What follows belongs to an exercise in optimizing a design on an open flow for small area; a production flow would make more cautious choices.
In this exercise RTL edits were held to simulation tests only and were not proved equivalent to the original.
Power is estimated from default activity; no workload was simulated.

### design/flow/run.sh
#!/bin/bash
# synth_recipe.tcl (not shown) runs the flow's synth.tcl, then flattens the netlist and writes it again
# the make line also repeats each setting of config.mk as NAME=value (left out here)
make -C /OpenROAD-flow-scripts/flow DESIGN_CONFIG=/design/flow/config.mk WORK_HOME=/design/flow/orfs CLKGATE_MAP_FILE= SYNTH_SCRIPT=/design/flow/synth_recipe.tcl finish
### design/flow/constraint.sdc
create_clock -name core_clock -period 10.0 [get_ports {clk}]
set_input_delay 2.0000 -clock core_clock [delete_from_list [all_inputs] [get_ports {clk}]]
set_output_delay 2.0000 -clock core_clock [all_outputs]
set_load 0.01 [all_outputs]
### design/flow/design.v
`timescale 1ns/10ps
module UART_top(
    input  clk,
    input  res,
    input  RX,
    output TX
);
localparam [12:0] T_RX   = 13'b1000100010000;
localparam [12:0] K5000  = 13'b1000010110000;
localparam [12:0] T_TX   = 13'b1000100010000;
localparam [12:0] KT5000 = 13'b1000010110000;
function [12:0] step(input [12:0] x);
  step = {x[11:0], x[12] ^ x[9] ^ x[7] ^ x[4]};
endfunction
reg  [5:0]  s;
reg  [12:0] rc;
reg         rxd;
wire        idle  = s[5];
wire        init  = s[5] & s[4];
wire [1:0]  bc    = s[4:3];
wire [2:0]  bi    = s[2:0];
wire        rtc   = (rc == T_RX);
wire        wt    = ~idle & (rc == 13'd0);
wire        det   = wt & ~RX & rxd;
wire        first = (bc == 2'd3);
wire        samp  = ~idle & rtc;
wire        last  = samp & (bi == 3'd7);
wire        leave = idle & rtc & (s[3:0] == 4'd12);
wire        clr   = last | leave;
always @(posedge clk or negedge res)
  if (~res) s <= 6'b110000;
  else if (init) s <= {5'b10000, RX};
  else if (idle) begin
    if (rtc) s <= leave ? 6'b011000 : (RX ? {2'b10, s[3:0] + 4'd1} : 6'b100000);
  end else if (det & first) s <= 6'b000000;
  else if (samp) begin
    if (bi == 3'd7) s <= {1'b0, (bc == 2'd2) ? 2'd0 : bc + 2'd1, 3'd0};
    else s <= s + 6'd1;
  end
wire [12:0] rs = step(rc);
always @(posedge clk) begin
  rxd <= RX & ~last;
  if (init | (rtc & ~clr)) rc <= K5000;
  else rc <= {rs[12:10], rs[9] & ~clr, rs[8:6], rs[5] & ~clr, rs[4],
              rs[3] | (det & first), rs[2] | (det & ~first), rs[1:0]};
end
reg       o0, o2, v;    
reg       c;            
reg [7:0] R;            
wire sub = o0 & ~o2;
wire a   = R[0];
wire bb  = RX ^ sub;
wire f   = o2 ? (o0 ? (a | RX) : (a & RX)) : (a ^ bb ^ c);
wire co  = (a & bb) | (a & c) | (bb & c);
reg  [3:0]  t;          
reg  [12:0] tcnt;
wire ttc    = (tcnt == T_TX);
wire active = t[3] | (t == 4'd7);
wire rot    = t[3] & ttc;
always @(posedge clk) begin
  if (samp & (bc == 2'd0)) begin
    case (bi)
      3'd0: begin o0 <= RX; v <= 1'b1; end
      3'd1: o2 <= RX;
      3'd2: begin v <= v & (RX ^ o2); o2 <= RX; end
      3'd3: v <= v & RX;
      default: v <= v & ~RX;
    endcase
  end
  if (samp & (bc == 2'd1)) c <= sub;
  else if (samp & (bc == 2'd2) & v) c <= co;
end
always @(posedge clk or negedge res)
  if (~res) R <= 8'd0;
  else if (rot) R <= {R[0], R[7:1]};
  else if (samp & v & (bc == 2'd1)) R <= {RX, R[7:1]};
  else if (samp & v & (bc == 2'd2)) R <= {f, R[7:1]};
always @(posedge clk or negedge res)
  if (~res) t <= 4'd0;
  else if (last & (bc == 2'd2)) t <= 4'd2;
  else if ((t != 4'd0 & ~active) | (active & ttc)) t <= t + 4'd1;
always @(posedge clk)
  if (~active | ttc) tcnt <= KT5000;
  else tcnt <= step(tcnt);
assign TX = t[3] ? R[0] : (t != 4'd7);
endmodule
### design/flow/config.mk
export PLATFORM = sky130hd
export DESIGN_NAME = UART_top
export DESIGN_NICKNAME = UART_top
export VERILOG_FILES = /design/flow/design.v
export SDC_FILE = /design/flow/constraint.sdc
export NUM_CORES = 4
export LEC_CHECK = 0
export CAP_MARGIN = 20
export CORE_MARGIN = 2
export CORE_UTILIZATION = 40
export SLEW_MARGIN = 20
==> out/results.ini <==
[global_route]
antenna_found_initial = 0
grt_pass1_wl_mm = 7.27
grt_pass1_vias = 1541
grt_use_total = 0.146
grt-ovfl-total = 0
grt_max_degree = 19

[critical_path]
crit_path_max_incr_delay_ns = 0.68
critPathTopFamily = buffers and inverters
cp_num_cells = 7
worstPathRequired_ns = 10.21
critical_path_class = in2reg
cp-end-kind = flop
critPathArrivalTime_ns = 4.01
path_cells = clkdlybuf4s50_1 -> xnor2_1 -> fa_1 -> nor2b_1 -> a31oi_1 -> mux2i_1 -> o31ai_1
crit_fanout = 15
worstSetupStartpointType = input pin
crit_buf_inv = 1
cpMaxStageDelayCell = clkdlybuf4s50_1
r2r_cells = 7
reg2reg_from = s[0]
crit_start = RX

[timing]
period_needed_ns = 3.80
rsz0062_at_grt = false
worstMarginPinSlew_ns = 0.809
final.setup.tns_ns = 0
max_freq_ghz = 0.263
fin_ws_ns = 6.20
relSlewSlack = 0.459
finalHoldViolations = 0
finalSetupViolCount = 0
fin_skew_ns = 0.00673
finalMaxSlewViolations = 0
period_share = 0.380

[detailed_routing]
num_vias = 1574
firstDrtPassIters = 4
post-route-drc-count = 0
drtIter0Drc = 93
drt_wl_total_mm = 4.09
ant_nets = 0
post_drt_wl_per_cell_um = 13.4
viasPerCell = 5.16

[cts]
cts_resized = 0
ctsLongestPathBuffers = 2
clk_latency_ns = 0.30
cts_num_sinks = 49
cts_hold_buf = 0
cts_max_level = 2
cts_tree = built
post_cts_buffers = 0
cts_made_buffers = 5
clkTransAtPathRegs_ns = 0.09
clock-root-buffer = clkbuf_8

[logic_synthesis]
ys_dominant_reg_cell = dfxtp_1
synthTopCellsByArea = dfxtp_1 (23%), dfrtp_1 (17%), edfxtp_1 (5.1%)
syn_nets = 242
yosysSeqAreaShare = 0.476
synth_top_area_cell = dfxtp_1
yosysTopAreaCellShare = 0.231
syn_inst = 230
async_flop_share = 0.367
synth-seq-cells = 49
synth_area_mm2 = 0.00234
ys_types = 49
synth_area_per_cell_um2 = 10.2
synth_warnings = 1
synth_edf_count = 4

[finish]
nFillCells = 549
nets = 244
antennaDiodeCount = 0
area_growth_pct = 7.27
drive_gt1_frac = 0.120

[min_path]
worstHoldPathType = reg2reg
min_path_cells = 1
hp-start = tcnt[3]

[floorplanning]
dieArea_mm2 = 0.00648
core_mm2 = 0.00557
fp.dieH_um = 80.5
initial_core_util = 0.420
top_level_ports = 4
rows = 27
die_w_um = 80.5

[status]
outcome = complete, no violations

[place]
pre_cts_slack_ns = 5.90
place.gp.congestion = 0.808
dp_hpwl_mm = 2.92
port_buffers = 3

[flow_run]
cap_viol_max_count = 0

[pwr]
p_leak_nw = 1.02
vdd_drop_max_uv = 76.2
power_density_mw_per_mm2 = 126

## layer usage
| metal | global-route usage | routed length [um] | up-vias |
|---|---|---|---|
| met5 | 0 | 0 | - |
| met4 | 0.0610 | 72 | 0 |
| met3 | 0.0337 | 114 | 7 |
| met2 | 0.223 | 1840 | 19 |
| met1 | 0.199 | 2070 | 733 |
| li1 | - | - | 815 |
## power breakdown
| group | total, W | internal, W | switching, W |
|---|---|---|---|
| clock network | 0.000113 | 0.0000500 | 0.0000631 |
| registers | 0.000199 | 0.000199 | 0.0000000279 |
| logic | 0.00000462 | 0.00000166 | 0.00000297 |
## Yosys cell counts, types with 3 or more instances
master and n:
nand2b_1 6, nor3_1 7, ha_1 8, dfrtp_1 16
dfxtp_1 27, nor2_1 16, o21a_1 4, nand3_1 7
edfxtp_1 4, inv_1 11, nor2b_1 5, mux2_2 7
nor3b_1 3, clkbuf_1 4, a31oi_1 5, and2_1 11
buf_2 4, nand2_1 12, and3_1 7, a21oi_1 13
nand4_1 3, o21ai_0 4, or3_1 4, xnor2_1 8
## area by class of cell
type / count / area, um^2 / area share
Timing Repair Buffer: 3 / 30.0 / 0.0120
Clock buffer: 7 / 76.3 / 0.0304
Multi-Input combinational cell: 162 / 1150 / 0.458
Clock inverter: 1 / 8.76 / 0.00349
Sequential cell: 49 / 1110 / 0.444
Tap cell: 72 / 90.1 / 0.0359
Inverter: 11 / 41.3 / 0.0165
## cells by family after synthesis
kind of cell / count (synthesis) / share of synthesized area
compound gates: 38 / 0.110
xor+xnor: 10 / 0.0374
fa+ha+maj: 9 / 0.0513
buf+inv: 19 / 0.0326
flops: 49 / 0.476
mux: 9 / 0.0422
simple gates: 96 / 0.250
## per-stage QoR
stage / instance area, um^2 / utilization / instances / hold WS, ns / power (W)
after floorplan: 2340 / - / 230 / 0.412 / 0.000205
after global placement: 2420 / 0.435 / 297 / 0.429 / 0.000208
after detailed placement: 2420 / 0.435 / 297 / 0.442 / 0.000208
after CTS: 2510 / 0.450 / 305 / 0.457 / 0.000322
after global routing: 2510 / 0.450 / 305 / 0.488 / 0.000329
final: 2510 / 0.450 / 305 / 0.450 / 0.000316
## cells in the final DEF (no fill, tap or decap), drive strengths merged, types with 2 or more instances in the layout
cell	Yosys	final
nor3b	4	4
nor4	4	4
nand2b	6	6
clkbuf	4	7
and3	8	8
edfxtp	4	4
nor2b	5	5
o21ai	4	4
mux2i	2	2
dfrtp	16	16
a22o	2	2
and4	3	3
nand3	7	7
ha	8	8
a21oi	14	14
nand4	4	4
nor3	7	7
mux2	7	7
nor4b	2	2
xnor2	8	8
xor2	2	2
and2	12	12
a31oi	5	5
nor2	16	16
dfstp	2	2
or3	6	6
o21a	4	4
clkdlybuf4s50	0	3
inv	11	11
dfxtp	27	27
nand2	12	12
## registers in the layout, summed over array words and instances (netlist names), 4 cells and up
register	count
R	8
rc	13
s	6
t	4
tcnt	13
## final timing paths
kind | endpoint | slack [ns]
worst max register to register | rc[9] | 7.95
max in group asynchronous | s[1] | 7.33
worst min-delay path | tcnt[4] | 0.45
worst min register to register | tcnt[4] | 0.45
min in group asynchronous | t[3] | 2.16
worst max-delay path | R[7] | 6.20

static timing again, ports no longer ideal:
The results above use ideal ports. As a check the final layout listed here was re-extracted and re-timed, cells and wires unchanged. Step 1: set_driving_cell puts a clkbuf_16 on clk and a buf_2 on each other input, an assumption about the parent block. Step 2 adds t to the input delays and takes it off the output delays; t is the mean of the earliest and latest rising clock arrival at the registers after step 1. Input paths then give back, and output paths get back, about the clock's delay inside the block. Three values: no drivers, after step 1, after step 2; two values: the first two.
t, ns: 0.324
slack for setup (ns): 6.200 / 6.205 / 5.881
slew at the worst register clock pin (ns): 0.09 / 0.09
After both steps this run still meets setup and hold. For this run, drivers alone change the setup slack by +0.005 ns; drivers and shift together by -0.319 ns.
